Source: an optimization exercise on an open RTL-to-GDS flow (aim: small area, a short achievable clock period and few clock cycles). Production flows keep margins and buffers that such runs may drop. At most, simulation tests tie the RTL to the original design; equivalence was not proved. The clock port is modelled as an ideal driver, which makes a skipped or thinned clock tree look cheaper than it is; a real chip needs a root buffer or a tree. Power and IR drop assume default switching activity.

alpha:
## ULA
module ULA (
    input clk,
    input reset,
    input [3:0] seletor,
    output saida,
    output [18:0] rom_addr,
    input [7:0] rom_data,
    output reg [18:0] ram_wraddr,
    output reg [7:0] ram_data,
    output reg ram_wren,
    output reg done
);
For scale: ~650 cells after synthesis, ~63 I/O pins.
==> module ULA, before the edit <==
module ULA (
    input clk,
    input reset,
    input [3:0] seletor,
    output saida,
    output [18:0] rom_addr,
    input [7:0] rom_data,
    output reg [18:0] ram_wraddr,
    output reg [7:0] ram_data,
    output reg ram_wren,
    output reg done
);
    assign saida = 1'b0;
    wire [5:0] sel = {seletor[3],
                      ~seletor[2] & seletor[1] & seletor[0],
                      ~seletor[2] & ~seletor[1] & seletor[0],
                      ~seletor[2] & ~seletor[0],
                      seletor[1],
                      seletor == 4'b0100};
    reg f4, is_avg, is_dec, is_rep, zm, is_cp;
    reg start;
    always @(posedge clk) {f4, is_avg, is_dec, is_rep, zm, is_cp} <= sel;
    always @(posedge clk or negedge reset) begin
        if (!reset) start <= 1'b1;
        else start <= (sel != {f4, is_avg, is_dec, is_rep, zm, is_cp});
    end
    wire valid = is_avg | is_dec | is_rep | is_cp;
    reg [1:0] c0, c1;
    reg [7:0] col;
    reg [6:0] r;
    reg run;
    wire [1:0] lim0 = is_rep ? {f4, 1'b1} : 2'd0;
    wire [1:0] lim2 = is_rep ? {f4, 1'b1} : 2'd0;
    wire e0 = is_avg ? (r[0] & (~f4 | r[1])) : (c0 == 2'd0);
    wire e2 = (c1 == 2'd0);
    wire ex = (col == (is_dec ? (f4 ? 8'd156 : 8'd158) : 8'd159));
    wire ey = (r == (is_dec ? (f4 ? 7'd116 : 7'd118) : 7'd119));
    wire last = e0 & ex & e2 & ey;
    wire blk_end = e0 & col[0] & (~f4 | col[1]);
    wire [2:0] step = is_dec ? {f4, ~f4, 1'b0} : 3'd1;
    wire [7:0] col_p = col + step;
    wire [6:0] r_p = r + step;
    wire [6:0] r_top = {r[6:2], r[1] & ~f4, 1'b0};
    always @(posedge clk) begin
        if (start) begin
            c0 <= lim0; c1 <= lim2; col <= 0; r <= 0;
        end else begin
            if (!e0) begin
                c0 <= c0 - 1'b1;
                if (is_avg) r <= r_p;
            end else begin
                c0 <= lim0;
                if (!ex) begin
                    col <= col_p;
                    if (is_avg) r <= r_top;
                end else begin
                    col <= 0;
                    if (!e2) c1 <= c1 - 1'b1;
                    else begin
                        c1 <= lim2;
                        r <= r_p;
                    end
                end
            end
        end
    end
    reg [9:0] rh;
    reg [4:0] rl;
    assign rom_addr = {4'b0, rh, rl};
    always @(posedge clk) begin
        rh <= {r, 2'b00} + r + col[7:5];
        rl <= col[4:0];
    end
    reg v0, q0, v1, q1, v2;
    always @(posedge clk) begin
        if (start) run <= valid;
        else if (last) run <= 1'b0;
        v0 <= run & ~start & (~is_avg | blk_end);
        q0 <= run & ~start;
        v1 <= v0 & ~start;
        q1 <= q0 & ~start;
        v2 <= v1 & ~start;
    end
    wire wr = is_avg ? v2 : v1;
    always @(posedge clk or negedge reset) begin
        if (!reset) begin
            ram_wren <= 1'b0; done <= 1'b0;
        end else begin
            ram_wren <= wr & ~start;
            done <= ~start & valid & ~run & ~v0 & ~v1 & ~v2;
        end
    end
    reg f1, f2;
    wire cy1 = wr & f1;
    wire cy2 = cy1 & f2;
    always @(posedge clk) begin
        if (start) begin
            ram_wraddr <= {19{1'b1}};
            f1 <= 1'b1; f2 <= 1'b1;
        end else begin
            ram_wraddr[5:0] <= ram_wraddr[5:0] + wr;
            ram_wraddr[11:6] <= ram_wraddr[11:6] + cy1;
            ram_wraddr[18:12] <= ram_wraddr[18:12] + cy2;
            f1 <= (ram_wraddr[5:0] == (wr ? 6'd62 : 6'd63));
            f2 <= (ram_wraddr[11:6] == (cy1 ? 6'd62 : 6'd63));
        end
    end
    reg [1:0] g0, g1, g2, g3;
    reg [3:0] g4;
    reg k1, k2, k3, k4;
    wire [1:0] h0 = v2 ? 2'd0 : g0;
    wire [1:0] h1 = v2 ? 2'd0 : g1;
    wire [1:0] h2 = v2 ? 2'd0 : g2;
    wire [1:0] h3 = v2 ? 2'd0 : g3;
    wire [3:0] h4 = v2 ? 4'd0 : g4;
    wire [2:0] s0 = h0 + rom_data[1:0];
    wire [2:0] s1 = h1 + rom_data[3:2] + (~v2 & k1);
    wire [2:0] s2 = h2 + rom_data[5:4] + (~v2 & k2);
    wire [2:0] s3 = h3 + rom_data[7:6] + (~v2 & k3);
    wire [3:0] s4 = h4 + (~v2 & k4);
    wire [11:0] tot = {g4, g3, g2, g1, g0} + {3'd0, k4, 1'b0, k3, 1'b0, k2, 1'b0, k1, 2'b0};
    always @(posedge clk) begin
        if (q1) begin
            g0 <= s0[1:0]; g1 <= s1[1:0]; g2 <= s2[1:0]; g3 <= s3[1:0]; g4 <= s4;
            k1 <= s0[2]; k2 <= s1[2]; k3 <= s2[2]; k4 <= s3[2];
        end else begin
            g0 <= 2'd0; g1 <= 2'd0; g2 <= 2'd0; g3 <= 2'd0; g4 <= 4'd0;
            k1 <= 1'b0; k2 <= 1'b0; k3 <= 1'b0; k4 <= 1'b0;
        end
        if (!is_avg) ram_data <= rom_data;
        else ram_data <= f4 ? tot[11:4] : tot[9:2];
    end
endmodule
==> flow/config.mk <==
export PLATFORM = sky130hd
export DESIGN_NAME = ULA
export DESIGN_NICKNAME = ULA
export VERILOG_FILES = /design/flow/design.v
export SDC_FILE = /design/flow/constraint.sdc
export NUM_CORES = 4
export LEC_CHECK = 0
export ABC_AREA = 1
export CAP_MARGIN = 20
export CORE_MARGIN = 2
export CORE_UTILIZATION = 40
export PLACE_DENSITY = 0.6
export SETUP_SLACK_MARGIN = 4.1
export SLEW_MARGIN = 20
==> flow/constraint.sdc <==
create_clock -name core_clock -period 6.0 [get_ports {clk}]
set_input_delay 1.2000 -clock core_clock [delete_from_list [all_inputs] [get_ports {clk}]]
set_output_delay 1.2000 -clock core_clock [all_outputs]
set_load 0.01 [all_outputs]
standard.sh (not shown) runs the stock make flow with config.mk's settings and CLKGATE_MAP_FILE= SYNTH_SCRIPT=/design/flow/synth_recipe.tcl, a recipe that flattens the netlist after the stock synthesis.
==> flow/flow/run.sh <==
#!/bin/bash
# Layout flow: the standard ORFS flow with three changes:
#  - synthesis maps adders through ABC like the rest of the logic instead of
#    extracting full/half adder cells first (ADDER_MAP_FILE empty);
#  - plain buf_2 cells as the port buffers instead of the delay buffers
#    buffer_ports picks by default;
#  - the clock tree is four clkbuf_16 cells driven by the clock port, each
#    driving the flip-flops nearest to it (flow/cts_hook.tcl replaces
#    TritonCTS's two-level H-tree).
set -euo pipefail
here=$(cd "$(dirname "$0")" && pwd)
CLKBUF_N=4 bash standard.sh \
  "ADDER_MAP_FILE=" \
  "BUFFER_PORTS_ARGS=-buffer_cell sky130_fd_sc_hd__buf_2" \
  "PRE_CTS_TCL=$here/cts_hook.tcl" \
  finish > orfs_make.log 2>&1
==> flow/flow/cts_hook.tcl <==
# Clock buffering in place of TritonCTS's H-tree: the clock port drives
# CLKBUF_N clkbuf_16 cells (1, 2 or 4), each placed at the centre of the
# flip-flops it drives; the flip-flops are split between them by position.
proc clock_tree_synthesis { args } {
  set nbuf 1
  if { [info exists ::env(CLKBUF_N)] } { set nbuf $::env(CLKBUF_N) }
  set block [ord::get_db_block]
  set clk_net [$block findNet clk]
  set master [[ord::get_db] findMaster sky130_fd_sc_hd__clkbuf_16]
  set sinks {}
  foreach it [$clk_net getITerms] {
    set loc [[$it getInst] getLocation]
    lappend sinks [list $it [lindex $loc 0] [lindex $loc 1]]
  }
  # split into groups: by x, then each half by y
  set groups [list $sinks]
  set axis 1
  while { [llength $groups] < $nbuf } {
    set ng {}
    foreach g $groups {
      set s [lsort -integer -index $axis $g]
      set h [expr {[llength $s] / 2}]
      lappend ng [lrange $s 0 [expr {$h - 1}]] [lrange $s $h end]
    }
    set groups $ng
    set axis [expr {3 - $axis}]
  }
  set i 0
  foreach g $groups {
    set buf [odb::dbInst_create $block $master clkbuf_root_$i]
    set net [odb::dbNet_create $block clknet_root_$i]
    $net setSigType CLOCK
    set sx 0; set sy 0
    foreach s $g {
      set it [lindex $s 0]
      $it disconnect
      $it connect $net
      set sx [expr {$sx + [lindex $s 1]}]; set sy [expr {$sy + [lindex $s 2]}]
    }
    [$buf findITerm A] connect $clk_net
    [$buf findITerm X] connect $net
    set n [llength $g]
    $buf setLocation [expr {$sx / $n}] [expr {$sy / $n}]
    $buf setPlacementStatus PLACED
    puts "clock buffer clkbuf_root_$i drives $n sinks"
    incr i
  }
  $clk_net setSigType CLOCK
}
Testbench counts of alpha, summed over its fixed seeds: cycles 2,494,959.
Input changes introduced in beta (baseline for comparison: alpha):
--- a/flow/design.v
+++ b/flow/design.v
@@ -105,29 +105,25 @@
             f2 <= (ram_wraddr[11:6] == (cy1 ? 6'd62 : 6'd63));
         end
     end
-    reg [1:0] g0, g1, g2, g3;
-    reg [3:0] g4;
-    reg k1, k2, k3, k4;
-    wire [1:0] h0 = v2 ? 2'd0 : g0;
-    wire [1:0] h1 = v2 ? 2'd0 : g1;
-    wire [1:0] h2 = v2 ? 2'd0 : g2;
-    wire [1:0] h3 = v2 ? 2'd0 : g3;
-    wire [3:0] h4 = v2 ? 4'd0 : g4;
-    wire [2:0] s0 = h0 + rom_data[1:0];
-    wire [2:0] s1 = h1 + rom_data[3:2] + (~v2 & k1);
-    wire [2:0] s2 = h2 + rom_data[5:4] + (~v2 & k2);
-    wire [2:0] s3 = h3 + rom_data[7:6] + (~v2 & k3);
-    wire [3:0] s4 = h4 + (~v2 & k4);
-    wire [11:0] tot = {g4, g3, g2, g1, g0} + {3'd0, k4, 1'b0, k3, 1'b0, k2, 1'b0, k1, 2'b0};
+    reg [3:0] n0, n1, n2;
+    reg k1, k2;
+    wire [3:0] b0 = v2 ? 4'd0 : n0;
+    wire [3:0] b1 = v2 ? 4'd0 : n1;
+    wire [3:0] b2 = v2 ? 4'd0 : n2;
+    wire ka = ~v2 & k1;
+    wire kb = ~v2 & k2;
+    wire [4:0] s0 = b0 + rom_data[3:0];
+    wire [4:0] s1 = b1 + rom_data[7:4] + ka;
+    wire [3:0] s2 = b2 + kb;
+    wire [4:0] t1 = n1 + k1;
+    wire [3:0] t2 = n2 + k2 + t1[4];
     always @(posedge clk) begin
         if (q1) begin
-            g0 <= s0[1:0]; g1 <= s1[1:0]; g2 <= s2[1:0]; g3 <= s3[1:0]; g4 <= s4;
-            k1 <= s0[2]; k2 <= s1[2]; k3 <= s2[2]; k4 <= s3[2];
+            n0 <= s0[3:0]; n1 <= s1[3:0]; n2 <= s2; k1 <= s0[4]; k2 <= s1[4];
         end else begin
-            g0 <= 2'd0; g1 <= 2'd0; g2 <= 2'd0; g3 <= 2'd0; g4 <= 4'd0;
-            k1 <= 1'b0; k2 <= 1'b0; k3 <= 1'b0; k4 <= 1'b0;
+            n0 <= 4'd0; n1 <= 4'd0; n2 <= 4'd0; k1 <= 1'b0; k2 <= 1'b0;
         end
         if (!is_avg) ram_data <= rom_data;
-        else ram_data <= f4 ? tot[11:4] : tot[9:2];
+        else ram_data <= f4 ? {t2, t1[3:0]} : {t2[1:0], t1[3:0], n0[3:2]};
     end
 endmodule
Findings:
The final layout from beta, which completed every stage, passed the timing, DRC and antenna checks at the end of the flow. Area share of xor/xnor cells in the synthesized design, alpha and beta, lower one = beta. alpha → beta: hold slack down 0.014 ns; via count down 0.81%; power of the sequential group lower; wire length down about 2.2%; sum of routed wire segments on met1 lost 73 um. alpha has lower minimum clock period after layout than beta. beta -> alpha: portion of total power attributed to the clock network flat. Taking alpha as the reference, in beta overall power consumption up 0.016 mW; count of filler cells inserted in the layout fell by 59; relative area change from synthesis to final layout moved up. Compared with alpha, in beta iteration-0 DRC count of the detailed router went up 37%, total power divided by cell area went up 1.6%, final core utilization went up 2.0 points. beta reports its launch point of the critical path as rom_data[4] while alpha reports done$_DFF_PN0_.
The RTL of beta was laid out without a check of its function. In every run of this note, the design's own scripts or RTL, not TritonCTS, make the clock network.

==> static timing again, ports no longer ideal <==
The flow's constraints put no driver on any port. The routed layouts listed below were extracted and timed again, unchanged, in two steps. Step 1 (the two cells are an assumption about what drives the block):
set clk [get_ports {clk}]
set_driving_cell -lib_cell sky130_fd_sc_hd__clkbuf_16 $clk
set_driving_cell -lib_cell sky130_fd_sc_hd__buf_2 [delete_from_list [all_inputs] $clk]
Step 2 also shifts input and output timing later by t, the mid clock arrival at the registers, as if the neighbouring blocks saw the same clock. Slacks: no drivers / after step 1 / after step 2; pairs: no drivers / after step 1.
| run | t, ns | setup slack, ns | worst slew at a driven data input, ns | pins driven straight from the clock port |
|---|---|---|---|---|
| alpha | 0.232 | 4.092 / 4.013 / 3.987 | 0.05 | 4 |
| beta | 0.236 | 4.030 / 4.048 / 3.832 | 0.07 | 4 |
After both steps setup and hold are still met in every run listed. For beta, which loses most, drivers alone change the setup slack by +0.018 ns; drivers and shift together by -0.198 ns.
